This is an optimization exercise on Yosys and OpenROAD, whose aim is small area, not a production implementation. At most, simulation tests tie the RTL to the original design; equivalence was not proved.

// syntropy_core
module syntropy_core (
    input wire clk,
    input wire rst_n,
    input wire [15:0] voltage_drift,
    input wire [15:0] packet_loss,
    input wire [15:0] temp_variance,
    input wire [15:0] phase_jitter,
    input wire [15:0] threshold,
    input wire enable_learning,
    input wire mesh_broadcast_en,
    output wire stable,
    output reg [15:0] flux_value,
    output reg [15:0] correction_vector,
    output reg [15:0] optimized_params,
    output wire learning_active,
    output wire mesh_broadcast_req,
    input wire [15:0] mesh_flux_in,
    input wire [15:0] mesh_correction_in,
    input wire mesh_valid_in,
    output reg [15:0] mesh_flux_out,
    output reg [15:0] mesh_correction_out,
    output wire mesh_valid_out,
    output wire [7:0] iteration_count,
    output wire [3:0] state,
    output wire error_flag
);
    localparam IDLE = 3'd0, EVAL = 3'd1, LEARN = 3'd2, CORR = 3'd3, BCAST = 3'd4, ERR = 3'd5;
    reg [2:0] cs;         
    reg [2:0] ps;         
    reg [3:0] ic;         
    reg       fin;        
    reg       lflag;      
    reg [15:0] p;         
    reg [15:0] q;         
    reg [15:0] thr;
    reg        len, men;
    assign state = {1'b0, ps};
    assign iteration_count = {4'd0, ic};
    assign stable = (ps == EVAL) && (cs == IDLE);
    assign learning_active = (ps == LEARN) && (cs == LEARN);
    assign mesh_broadcast_req = (ps == BCAST);
    assign mesh_valid_out = (ps == BCAST);
    assign error_flag = (ps == ERR);
    wire in_eval  = (cs == EVAL);
    wire in_learn = (cs == LEARN);
    wire first    = (ps == EVAL);
    wire iter     = in_learn && !fin;
    function automatic [4:0] ceil25(input [6:0] b);
        case (b)
            7'd0: ceil25 = 5'd0;
            7'd1: ceil25 = 5'd1;
            7'd2: ceil25 = 5'd1;
            7'd3: ceil25 = 5'd1;
            7'd4: ceil25 = 5'd1;
            7'd5: ceil25 = 5'd1;
            7'd6: ceil25 = 5'd2;
            7'd7: ceil25 = 5'd2;
            7'd8: ceil25 = 5'd2;
            7'd9: ceil25 = 5'd2;
            7'd10: ceil25 = 5'd2;
            7'd11: ceil25 = 5'd3;
            7'd12: ceil25 = 5'd3;
            7'd13: ceil25 = 5'd3;
            7'd14: ceil25 = 5'd3;
            7'd15: ceil25 = 5'd3;
            7'd16: ceil25 = 5'd4;
            7'd17: ceil25 = 5'd4;
            7'd18: ceil25 = 5'd4;
            7'd19: ceil25 = 5'd4;
            7'd20: ceil25 = 5'd4;
  ...
Size: ~140 flip-flops, about 9800 um^2 of cells after synthesis.
==> flow/config.mk <==
export PLATFORM = sky130hd
export DESIGN_NAME = syntropy_core
export DESIGN_NICKNAME = syntropy_core
export VERILOG_FILES = /design/flow/design.v
export SDC_FILE = /design/flow/constraint.sdc
export NUM_CORES = 4
export LEC_CHECK = 0
export CAP_MARGIN = 20
export CORE_MARGIN = 2
export CORE_UTILIZATION = 40
export CTS_BUF_LIST = sky130_fd_sc_hd__clkbuf_8
export SLEW_MARGIN = 20
export SYNTH_HIERARCHICAL = 1
==> flow/constraint.sdc <==
create_clock -name core_clock -period 13.0 [get_ports {clk}]
set_input_delay 2.6000 -clock core_clock [delete_from_list [all_inputs] [get_ports {clk}]]
set_output_delay 2.6000 -clock core_clock [all_outputs]
set_load 0.01 [all_outputs]
standard.sh (not shown) runs the stock make flow with config.mk's settings and CLKGATE_MAP_FILE= SYNTH_SCRIPT=/design/flow/synth_recipe.tcl, a recipe that flattens the netlist after the stock synthesis.
==> flow/flow/run.sh <==
#!/bin/bash
set -euo pipefail
bash standard.sh synth > synth.log 2>&1
bash standard.sh 'BUFFER_PORTS_ARGS=-buffer_cell sky130_fd_sc_hd__buf_1' finish > layout.log 2>&1
The baseline ran to the end with no violations.
Next try:
--- a/flow/config.mk
+++ b/flow/config.mk
@@ -11,0 +12,3 @@
+export CTS_CLUSTER_DIAMETER = 100
+export CTS_CLUSTER_SIZE = 30
+export GPL_TIMING_DRIVEN = 0
Area after synthesis stays the same.
Flip-flop and latch count is unchanged.
Die area stays the same.
Next try:
--- a/flow/config.mk
+++ b/flow/config.mk
@@ -8 +8 @@
-export CAP_MARGIN = 20
+export CAP_MARGIN = 0
@@ -12,2 +11,0 @@
-export CTS_CLUSTER_DIAMETER = 100
-export CTS_CLUSTER_SIZE = 30
@@ -15 +13 @@
-export SLEW_MARGIN = 20
+export SLEW_MARGIN = 0
Result: The changed run produced a clean layout; critical path depth falls by 1; clock skew stays flat; area after synthesis is unchanged; count of clock-buffer cells in the layout falls by 1; synthesized cell count is unchanged; design area stays flat; cell count rises by 0.35%.


## P
Another version of the RTL of syntropy_core (not shown whole).
Size: about 910 cells after synthesis, about 140 flip-flops, roughly 210 I/O pins, about 10,000 um2 of cells after synthesis.
==> flow/config.mk <==
export PLATFORM = sky130hd
export DESIGN_NAME = syntropy_core
export DESIGN_NICKNAME = syntropy_core
export VERILOG_FILES = /design/flow/design.v
export SDC_FILE = /design/flow/constraint.sdc
export NUM_CORES = 4
export LEC_CHECK = 0
export CAP_MARGIN = 20
export CORE_MARGIN = 2
export CORE_UTILIZATION = 40
export SLEW_MARGIN = 20
export SYNTH_HIERARCHICAL = 1
==> flow/constraint.sdc <==
create_clock -name core_clock -period 13.0 [get_ports {clk}]
set_input_delay 2.6000 -clock core_clock [delete_from_list [all_inputs] [get_ports {clk}]]
set_output_delay 2.6000 -clock core_clock [all_outputs]
set_load 0.01 [all_outputs]
Scripts as last shown in full above: flow/flow/run.sh
P finished every stage; the final checks, however, were not passed, the failures being negative setup slack.
Here is what was changed in the inputs of Q compared with P.
- putting CTS_BUF_LIST at sky130_fd_sc_hd__clkbuf_8 where nothing was set
- putting GPL_TIMING_DRIVEN at 0 where nothing was set
[P] flow finished | final checks: failed | reasons: negative setup slack
Status Q: flow complete, layout not clean - negative setup slack
In Q the relative slew slack turned out 1.4 points higher than in P.
Q vs P on worst hold slack: Q is the lower one.
NOTE: utilization in Q falls short of that of P
P → Q: worst path setup slack after routing went down; total setup violations reported at the end of the flow dropped 1.
No functional check of the RTL was part of any run of this note.

[static timing again, ports no longer ideal]
The results above use ideal ports. As a check the final layouts listed here were re-extracted and re-timed, cells and wires unchanged. Step 1: set_driving_cell puts a clkbuf_16 on clk and a buf_2 on each other input, an assumption about the parent block. Step 2 adds t to the input delays and takes it off the output delays; t is the mean of the earliest and latest rising clock arrival at the registers after step 1. Input paths then give back, and output paths get back, about the clock's delay inside the block. Three values: ideal ports, drivers, drivers and shift; two values: the first two.
run	t (ns)	setup WS [ns]	worst hold slack (ns)	pins driven straight from the clock port
the first run of note 1	0.490	0.363 / 0.363 / 0.363	0.503 / 0.503 / 0.503	1
the second run of note 1	0.488	0.172 / 0.172 / 0.172	0.382 / 0.382 / 0.382	1
the third run of note 1	0.496	0.285 / 0.285 / 0.285	0.383 / 0.383 / 0.383	1
P	0.475	-0.474 / -0.474 / -0.474	0.499 / 0.499 / 0.499	1
Q	0.515	-0.506 / -0.506 / -0.506	0.389 / 0.389 / 0.389	1
